From an optimization exercise on the open Yosys and OpenROAD flow, aimed at small area and a short achievable clock period; shortcuts taken in it are not production practice.

==> inputs of zinc <==
Design top_level, start of the top module:
module top_level
#(parameter WIDTH = 8)
(
	input clk, rst, init, finish, ack,
	input [WIDTH-1:0]
		ori_0,
		ori_1,
		ori_2,
		ori_3,
		ori_4,
		ori_5,
		ori_6,
		ori_7,
		ori_8,
		ori_9,
		ori_10,
		ori_11,
		ori_12,
		ori_13,
		ori_14,
		ori_15,
		ori_16,
		ori_17,
		ori_18,
		ori_19,
		ori_20,
		ori_21,
		ori_22,
		ori_23,
		ori_24,
		ori_25,
		ori_26,
		ori_27,
		ori_28,
		ori_29,
		ori_30,
		ori_31,
		can_0,
		can_1,
		can_2,
		can_3,
		can_4,
		can_5,
		can_6,
		can_7,
		can_8,
		can_9,
		can_10,
		can_11,
		can_12,
		can_13,
		can_14,
		can_15,
		can_16,
		can_17,
		can_18,
		can_19,
		can_20,
		can_21,
		can_22,
		can_23,
		can_24,
		can_25,
		can_26,
		can_27,
		can_28,
		can_29,
		can_30,
		can_31,
	output done,
	output [WIDTH+4:0] out_sad
	);
export LEC_CHECK = 0
export ABC_AREA = 0
export CAP_MARGIN = 20
export CORE_MARGIN = 2
export CORE_UTILIZATION = 40
export SLEW_MARGIN = 20
export SYNTH_HIERARCHICAL = 1
export SYNTH_MINIMUM_KEEP_SIZE = 0
create_clock -name core_clock -period 5.8 [get_ports {clk}]
standard.sh (not shown) runs the stock make flow with config.mk's settings and CLKGATE_MAP_FILE= SYNTH_SCRIPT=/design/flow/synth_recipe.tcl, a recipe that flattens the netlist after the stock synthesis.
==> flow/flow/run.sh <==
#!/bin/bash
# The standard layout, except that the port buffers are buf_1 cells
# (buffer_ports otherwise picks the slow, large clkdlybuf4s50_1). repair_design
# and repair_timing still resize them as they do any buffer.
set -euo pipefail
export BUFFER_PORTS_ARGS="-buffer_cell sky130_fd_sc_hd__buf_1"
bash standard.sh finish > standard.log 2>&1
==> quartz: changes against zinc <==
--- a/flow/design.v
+++ b/flow/design.v
@@ -265,15 +265,15 @@
 	wire d0_31 = ori_31[0] ^ can_31[0];
 	wire p1_31 = c_31 & t_31[0];
 	wire d1_31 = y_31[1] ^ p1_31;
 	wire p2_31 = p1_31 & t_31[1];
 	wire d2_31 = y_31[2] ^ p2_31;
 	wire p3_31 = p2_31 & t_31[2];
 	reg [195:0] ra;
-	reg [34:0] rb;
+	reg [44:0] rb;
 	wire s1;
 	wire c2;
 	wire s3;
 	wire c4;
 	wire s5;
 	wire c6;
 	wire s7;
@@ -825,15 +825,15 @@
 	wire s553;
 	wire c554;
 	wire s555;
 	wire c556;
 	always @(posedge clk)
 		ra <= {c184, c182, c180, c178, c176, c174, c172, c170, c168, c166, s183, s181, s179, s177, s175, s173, s171, s169, s167, s165, c164, c162, c160, c158, c156, c154, c152, c150, c148, c146, y_31[7], y_30[7], s163, s161, s159, s157, s155, s153, s151, s149, s147, s145, c144, c142, c140, c138, c136, c134, c132, c130, c128, c126, y_31[6], y_30[6], s143, s141, s139, s137, s135, s133, s131, s129, s127, s125, c124, c122, c120, c118, c116, c114, c112, c110, c108, c106, y_31[5], y_30[5], s123, s121, s119, s117, s115, s113, s111, s109, s107, s105, c104, c102, c100, c98, c96, c94, c92, c90, c88, c86, c84, c82, c80, y_31[4], y_30[4], s103, s101, s99, s97, s95, s93, s91, s89, s87, s85, s83, s81, s79, c78, c76, c74, c72, c70, c68, c66, c64, c62, c60, c58, c56, c54, p3_31, s77, s75, s73, s71, s69, s67, s65, s63, s61, s59, s57, s55, s53, c52, c50, c48, c46, c44, c42, c40, c38, c36, c34, c32, c30, c28, d2_31, s51, s49, s47, s45, s43, s41, s39, s37, s35, s33, s31, s29, s27, c26, c24, c22, c20, c18, c16, c14, c12, c10, c8, c6, c4, c2, d1_31, s25, s23, s21, s19, s17, s15, s13, s11, s9, s7, s5, s3, s1, d0_31};
 	always @(posedge clk)
-		rb <= {c532, c510, s531, c530, s509, s529, c528, s507, s527, c526, s503, s525, c524, s499, s523, c522, s495, s521, c520, s491, s519, c518, s487, s517, c516, s483, s515, c514, s479, s513, c512, s475, s511, s471, s415};
+		rb <= {c510, s509, c508, c506, c470, s507, s505, c504, c502, s503, s501, c500, c498, s499, s497, c496, c494, s495, s493, c492, c490, s491, s489, c488, c486, s487, s485, c484, c482, s483, s481, c480, c478, s479, s477, c476, c474, s475, s473, c472, s421, s471, s415, s413, s349};
 	sad_fa u_s1 (.a(y_0[0]), .b(c_0), .c(y_1[0]), .s(s1), .co(c2));
 	sad_fa u_s3 (.a(c_1), .b(y_2[0]), .c(c_2), .s(s3), .co(c4));
 	sad_fa u_s5 (.a(y_3[0]), .b(c_3), .c(y_4[0]), .s(s5), .co(c6));
 	sad_fa u_s7 (.a(c_4), .b(y_5[0]), .c(c_5), .s(s7), .co(c8));
 	sad_fa u_s9 (.a(y_6[0]), .b(c_6), .c(y_7[0]), .s(s9), .co(c10));
 	sad_fa u_s11 (.a(c_7), .b(d0_8), .c(d0_9), .s(s11), .co(c12));
 	sad_fa u_s13 (.a(d0_10), .b(d0_11), .c(d0_12), .s(s13), .co(c14));
@@ -1232,58 +1232,58 @@
 	sad_x3 u_s503 (.a(s459), .b(s461), .c(s463), .s(s503));
 	sad_mj u_c504 (.a(s459), .b(s461), .c(s463), .co(c504));
 	sad_x3 u_s505 (.a(c460), .b(c462), .c(c464), .s(s505));
 	sad_mj u_c506 (.a(c460), .b(c462), .c(c464), .co(c506));
 	sad_x3 u_s507 (.a(s465), .b(s467), .c(s469), .s(s507));
 	sad_mj u_c508 (.a(s465), .b(s467), .c(s469), .co(c508));
 	sad_ha u_s509 (.a(c466), .b(c468), .s(s509), .co(c510));
-	sad_ha u_s511 (.a(s349), .b(s413), .s(s511), .co(c512));
-	sad_x3 u_s513 (.a(s421), .b(c472), .c(s473), .s(s513));
-	sad_mj u_c514 (.a(s421), .b(c472), .c(s473), .co(c514));
-	sad_x3 u_s515 (.a(c474), .b(c476), .c(s477), .s(s515));
-	sad_mj u_c516 (.a(c474), .b(c476), .c(s477), .co(c516));
-	sad_x3 u_s517 (.a(c478), .b(c480), .c(s481), .s(s517));
-	sad_mj u_c518 (.a(c478), .b(c480), .c(s481), .co(c518));
-	sad_x3 u_s519 (.a(c482), .b(c484), .c(s485), .s(s519));
-	sad_mj u_c520 (.a(c482), .b(c484), .c(s485), .co(c520));
-	sad_x3 u_s521 (.a(c486), .b(c488), .c(s489), .s(s521));
-	sad_mj u_c522 (.a(c486), .b(c488), .c(s489), .co(c522));
-	sad_x3 u_s523 (.a(c490), .b(c492), .c(s493), .s(s523));
-	sad_mj u_c524 (.a(c490), .b(c492), .c(s493), .co(c524));
-	sad_x3 u_s525 (.a(c494), .b(c496), .c(s497), .s(s525));
-	sad_mj u_c526 (.a(c494), .b(c496), .c(s497), .co(c526));
-	sad_x3 u_s527 (.a(c498), .b(c500), .c(s501), .s(s527));
-	sad_mj u_c528 (.a(c498), .b(c500), .c(s501), .co(c528));
-	sad_x3 u_s529 (.a(c502), .b(c504), .c(s505), .s(s529));
-	sad_mj u_c530 (.a(c502), .b(c504), .c(s505), .co(c530));
-	sad_x3 u_s531 (.a(c470), .b(c506), .c(c508), .s(s531));
-	sad_mj u_c532 (.a(c470), .b(c506), .c(c508), .co(c532));
-	sad_ha u_s533 (.a(rb[0]), .b(rb[1]), .s(s533), .co(c534));
-	sad_x3 u_s535 (.a(rb[3]), .b(rb[4]), .c(rb[5]), .s(s535));
-	sad_mj u_c536 (.a(rb[3]), .b(rb[4]), .c(rb[5]), .co(c536));
-	sad_x3 u_s537 (.a(rb[6]), .b(rb[7]), .c(rb[8]), .s(s537));
-	sad_mj u_c538 (.a(rb[6]), .b(rb[7]), .c(rb[8]), .co(c538));
-	sad_x3 u_s539 (.a(rb[9]), .b(rb[10]), .c(rb[11]), .s(s539));
-	sad_mj u_c540 (.a(rb[9]), .b(rb[10]), .c(rb[11]), .co(c540));
-	sad_x3 u_s541 (.a(rb[12]), .b(rb[13]), .c(rb[14]), .s(s541));
-	sad_mj u_c542 (.a(rb[12]), .b(rb[13]), .c(rb[14]), .co(c542));
-	sad_x3 u_s543 (.a(rb[15]), .b(rb[16]), .c(rb[17]), .s(s543));
-	sad_mj u_c544 (.a(rb[15]), .b(rb[16]), .c(rb[17]), .co(c544));
-	sad_x3 u_s545 (.a(rb[18]), .b(rb[19]), .c(rb[20]), .s(s545));
-	sad_mj u_c546 (.a(rb[18]), .b(rb[19]), .c(rb[20]), .co(c546));
-	sad_x3 u_s547 (.a(rb[21]), .b(rb[22]), .c(rb[23]), .s(s547));
-	sad_mj u_c548 (.a(rb[21]), .b(rb[22]), .c(rb[23]), .co(c548));
-	sad_x3 u_s549 (.a(rb[24]), .b(rb[25]), .c(rb[26]), .s(s549));
-	sad_mj u_c550 (.a(rb[24]), .b(rb[25]), .c(rb[26]), .co(c550));
-	sad_x3 u_s551 (.a(rb[27]), .b(rb[28]), .c(rb[29]), .s(s551));
-	sad_mj u_c552 (.a(rb[27]), .b(rb[28]), .c(rb[29]), .co(c552));
-	sad_x3 u_s553 (.a(rb[30]), .b(rb[31]), .c(rb[32]), .s(s553));
-	sad_mj u_c554 (.a(rb[30]), .b(rb[31]), .c(rb[32]), .co(c554));
-	sad_ha u_s555 (.a(rb[33]), .b(rb[34]), .s(s555), .co(c556));
-	wire [12:0] op_a = {c556, c554, c552, c550, c548, c546, c544, c542, c540, c538, c536, c534, rb[2]};
+	sad_ha u_s511 (.a(rb[0]), .b(rb[1]), .s(s511), .co(c512));
+	sad_x3 u_s513 (.a(rb[4]), .b(rb[5]), .c(rb[6]), .s(s513));
+	sad_mj u_c514 (.a(rb[4]), .b(rb[5]), .c(rb[6]), .co(c514));
+	sad_x3 u_s515 (.a(rb[8]), .b(rb[9]), .c(rb[10]), .s(s515));
+	sad_mj u_c516 (.a(rb[8]), .b(rb[9]), .c(rb[10]), .co(c516));
+	sad_x3 u_s517 (.a(rb[12]), .b(rb[13]), .c(rb[14]), .s(s517));
+	sad_mj u_c518 (.a(rb[12]), .b(rb[13]), .c(rb[14]), .co(c518));
+	sad_x3 u_s519 (.a(rb[16]), .b(rb[17]), .c(rb[18]), .s(s519));
+	sad_mj u_c520 (.a(rb[16]), .b(rb[17]), .c(rb[18]), .co(c520));
+	sad_x3 u_s521 (.a(rb[20]), .b(rb[21]), .c(rb[22]), .s(s521));
+	sad_mj u_c522 (.a(rb[20]), .b(rb[21]), .c(rb[22]), .co(c522));
+	sad_x3 u_s523 (.a(rb[24]), .b(rb[25]), .c(rb[26]), .s(s523));
+	sad_mj u_c524 (.a(rb[24]), .b(rb[25]), .c(rb[26]), .co(c524));
+	sad_x3 u_s525 (.a(rb[28]), .b(rb[29]), .c(rb[30]), .s(s525));
+	sad_mj u_c526 (.a(rb[28]), .b(rb[29]), .c(rb[30]), .co(c526));
+	sad_x3 u_s527 (.a(rb[32]), .b(rb[33]), .c(rb[34]), .s(s527));
+	sad_mj u_c528 (.a(rb[32]), .b(rb[33]), .c(rb[34]), .co(c528));
+	sad_x3 u_s529 (.a(rb[36]), .b(rb[37]), .c(rb[38]), .s(s529));
+	sad_mj u_c530 (.a(rb[36]), .b(rb[37]), .c(rb[38]), .co(c530));
+	sad_x3 u_s531 (.a(rb[40]), .b(rb[41]), .c(rb[42]), .s(s531));
+	sad_mj u_c532 (.a(rb[40]), .b(rb[41]), .c(rb[42]), .co(c532));
+	sad_ha u_s533 (.a(rb[2]), .b(rb[3]), .s(s533), .co(c534));
+	sad_x3 u_s535 (.a(rb[7]), .b(c512), .c(s513), .s(s535));
+	sad_mj u_c536 (.a(rb[7]), .b(c512), .c(s513), .co(c536));
+	sad_x3 u_s537 (.a(rb[11]), .b(c514), .c(s515), .s(s537));
+	sad_mj u_c538 (.a(rb[11]), .b(c514), .c(s515), .co(c538));
+	sad_x3 u_s539 (.a(rb[15]), .b(c516), .c(s517), .s(s539));
+	sad_mj u_c540 (.a(rb[15]), .b(c516), .c(s517), .co(c540));
+	sad_x3 u_s541 (.a(rb[19]), .b(c518), .c(s519), .s(s541));
+	sad_mj u_c542 (.a(rb[19]), .b(c518), .c(s519), .co(c542));
+	sad_x3 u_s543 (.a(rb[23]), .b(c520), .c(s521), .s(s543));
+	sad_mj u_c544 (.a(rb[23]), .b(c520), .c(s521), .co(c544));
+	sad_x3 u_s545 (.a(rb[27]), .b(c522), .c(s523), .s(s545));
+	sad_mj u_c546 (.a(rb[27]), .b(c522), .c(s523), .co(c546));
+	sad_x3 u_s547 (.a(rb[31]), .b(c524), .c(s525), .s(s547));
+	sad_mj u_c548 (.a(rb[31]), .b(c524), .c(s525), .co(c548));
+	sad_x3 u_s549 (.a(rb[35]), .b(c526), .c(s527), .s(s549));
+	sad_mj u_c550 (.a(rb[35]), .b(c526), .c(s527), .co(c550));
+	sad_x3 u_s551 (.a(rb[39]), .b(c528), .c(s529), .s(s551));
+	sad_mj u_c552 (.a(rb[39]), .b(c528), .c(s529), .co(c552));
+	sad_x3 u_s553 (.a(rb[43]), .b(c530), .c(s531), .s(s553));
+	sad_mj u_c554 (.a(rb[43]), .b(c530), .c(s531), .co(c554));
+	sad_ha u_s555 (.a(rb[44]), .b(c532), .s(s555), .co(c556));
+	wire [12:0] op_a = {c556, c554, c552, c550, c548, c546, c544, c542, c540, c538, c536, c534, s511};
 	wire [12:0] op_b = {1'b0, s555, s553, s551, s549, s547, s545, s543, s541, s539, s537, s535, s533};
 	assign sum_out = op_a + op_b;
 endmodule
 module sad_x3(input a, b, c, output s);
 	assign s = a ^ b ^ c;
 endmodule
 module sad_mj(input a, b, c, output co);
==> flow/config.mk (replaced) <==
export PLATFORM = sky130hd
export DESIGN_NAME = top_level
export DESIGN_NICKNAME = top_level
export VERILOG_FILES = /design/flow/design.v
export SDC_FILE = /design/flow/constraint.sdc
export NUM_CORES = 4
export LEC_CHECK = 0
export ABC_AREA = 1
export CAP_MARGIN = 20
export CORE_MARGIN = 2
export CORE_UTILIZATION = 40
export SLEW_MARGIN = 20
export SYNTH_HIERARCHICAL = 1
export SYNTH_MINIMUM_KEEP_SIZE = 0
==> xenon: changes against zinc <==
==> flow/config.mk (replaced) <==
export PLATFORM = sky130hd
export DESIGN_NAME = top_level
export DESIGN_NICKNAME = top_level
export VERILOG_FILES = /design/flow/design.v
export SDC_FILE = /design/flow/constraint.sdc
export NUM_CORES = 4
export LEC_CHECK = 0
export ABC_AREA = 1
export CAP_MARGIN = 20
export CORE_MARGIN = 2
export CORE_UTILIZATION = 40
export SLEW_MARGIN = 20
export SYNTH_HIERARCHICAL = 1
export SYNTH_MINIMUM_KEEP_SIZE = 0
==> flow_metrics.tcl <==
set metrics [dict create \
    run_status "complete, no violations" \
    layout_common_cells "sky130_fd_sc_hd__nand2_1, sky130_fd_sc_hd__inv_1, sky130_fd_sc_hd__buf_1, sky130_fd_sc_hd__nand3_1, sky130_fd_sc_hd__ha_1" \
    cell_internal_pwr_mw 10.00 \
    numClockSinks 249 \
    post_synth_main_area_contributors "sky130_fd_sc_hd__nand2_1, sky130_fd_sc_hd__inv_1, sky130_fd_sc_hd__dfxtp_1" \
    arrival_time_at_the_worst_endpoint_ns 3.24 \
    dieArea_um2 89040 \
    irDropWorstVdd_mv 0.5067 \
    powerSeq_mw 3.61 \
    post_synth.cell_area_avg_um2 5.761 \
    place_worst_setup_slack_ns 2.420 \
    clkCellAreaFrac_pct 2.557 \
]
-- figures above: xenon

==> flow_metrics.tcl <==
set metrics [dict create \
    irDropWorstVdd_mv 1.483 \
    post_synth.cell_area_avg_um2 9.962 \
    layout_common_cells "sky130_fd_sc_hd__buf_1, sky130_fd_sc_hd__inv_1, sky130_fd_sc_hd__ha_1, sky130_fd_sc_hd__xnor2_1, sky130_fd_sc_hd__dfxtp_1" \
    arrival_time_at_the_worst_endpoint_ns 3.75 \
    post_synth_main_area_contributors "sky130_fd_sc_hd__dfxtp_1, sky130_fd_sc_hd__xor3_1, sky130_fd_sc_hd__ha_1" \
    run_status "complete, no violations" \
    io_buffers 530 \
    numClockSinks 249 \
    dieArea_um2 74520 \
    place_worst_setup_slack_ns 1.948 \
    clkCellAreaFrac_pct 3.159 \
]
-- figures above: zinc

==> flow_metrics.tcl <==
set metrics [dict create \
    layout_common_cells "sky130_fd_sc_hd__nand2_1, sky130_fd_sc_hd__inv_1, sky130_fd_sc_hd__buf_1, sky130_fd_sc_hd__nand3_1, sky130_fd_sc_hd__ha_1" \
    cp_cell_sequence "buf_1 -> inv_1 -> ha_1 -> inv_1 -> fa_1 -> inv_1 -> nand3_1 -> nand2_2 -> nand2_1 -> nand2_2 -> xor2_1 -> fa_1" \
    post_synth.cell_area_avg_um2 5.785 \
    clkCellAreaFrac_pct 3.025 \
    irDropWorstVdd_mv 0.3615 \
    arrival_time_at_the_worst_endpoint_ns 3.29 \
    final_nets 7514 \
    run_status "complete, no violations" \
    powerSeq_mw 3.77 \
    totalNegativeSetupSlack_ns 0 \
    post_synth_main_area_contributors "sky130_fd_sc_hd__nand2_1, sky130_fd_sc_hd__dfxtp_1, sky130_fd_sc_hd__inv_1" \
    largest-register "b_SAD_4x8.ra" \
    startpoint "can_21[0]" \
    post_route_non_filler_standard_cell_count 7769 \
    wirelength_met1_mm 47.09 \
]
-- figures above: quartz

No run of this note included a check of the RTL's function; only the layout flow was run.

separate check: timing with driven ports:
Ports are ideal in the flow. The routed layouts listed here were re-timed in OpenROAD.
Step 1, drivers: a clkbuf_16 drives clk and a buf_2 each remaining input, both assumed.
Step 2 adds t to the input delays and takes it off the output delays; t is the mean of the earliest and latest rising clock arrival at the registers after step 1. Input paths then give back, and output paths get back, about the clock's delay inside the block.
Three values: ideal ports, drivers, drivers and shift; two values: the first two.
run | t (ns) | setup WS [ns] | worst setup path at the end | latest minus earliest clock arrival (ns) | worst slew at a driven data input, ns
zinc | 0.619 | 2.487 / 2.532 / 1.914 | input to register | 0.011 / 0.011 | 0.07
quartz | 0.599 | 2.921 / 2.963 / 2.364 | input to register | 0.025 / 0.025 | 0.10
xenon | 0.632 | 3.019 / 3.056 / 2.424 | input to register | 0.032 / 0.032 | 0.09
After both steps setup and hold are still met in every run listed. The setup slack of xenon, which loses most, moves by +0.037 ns with the drivers and by -0.595 ns with both steps.
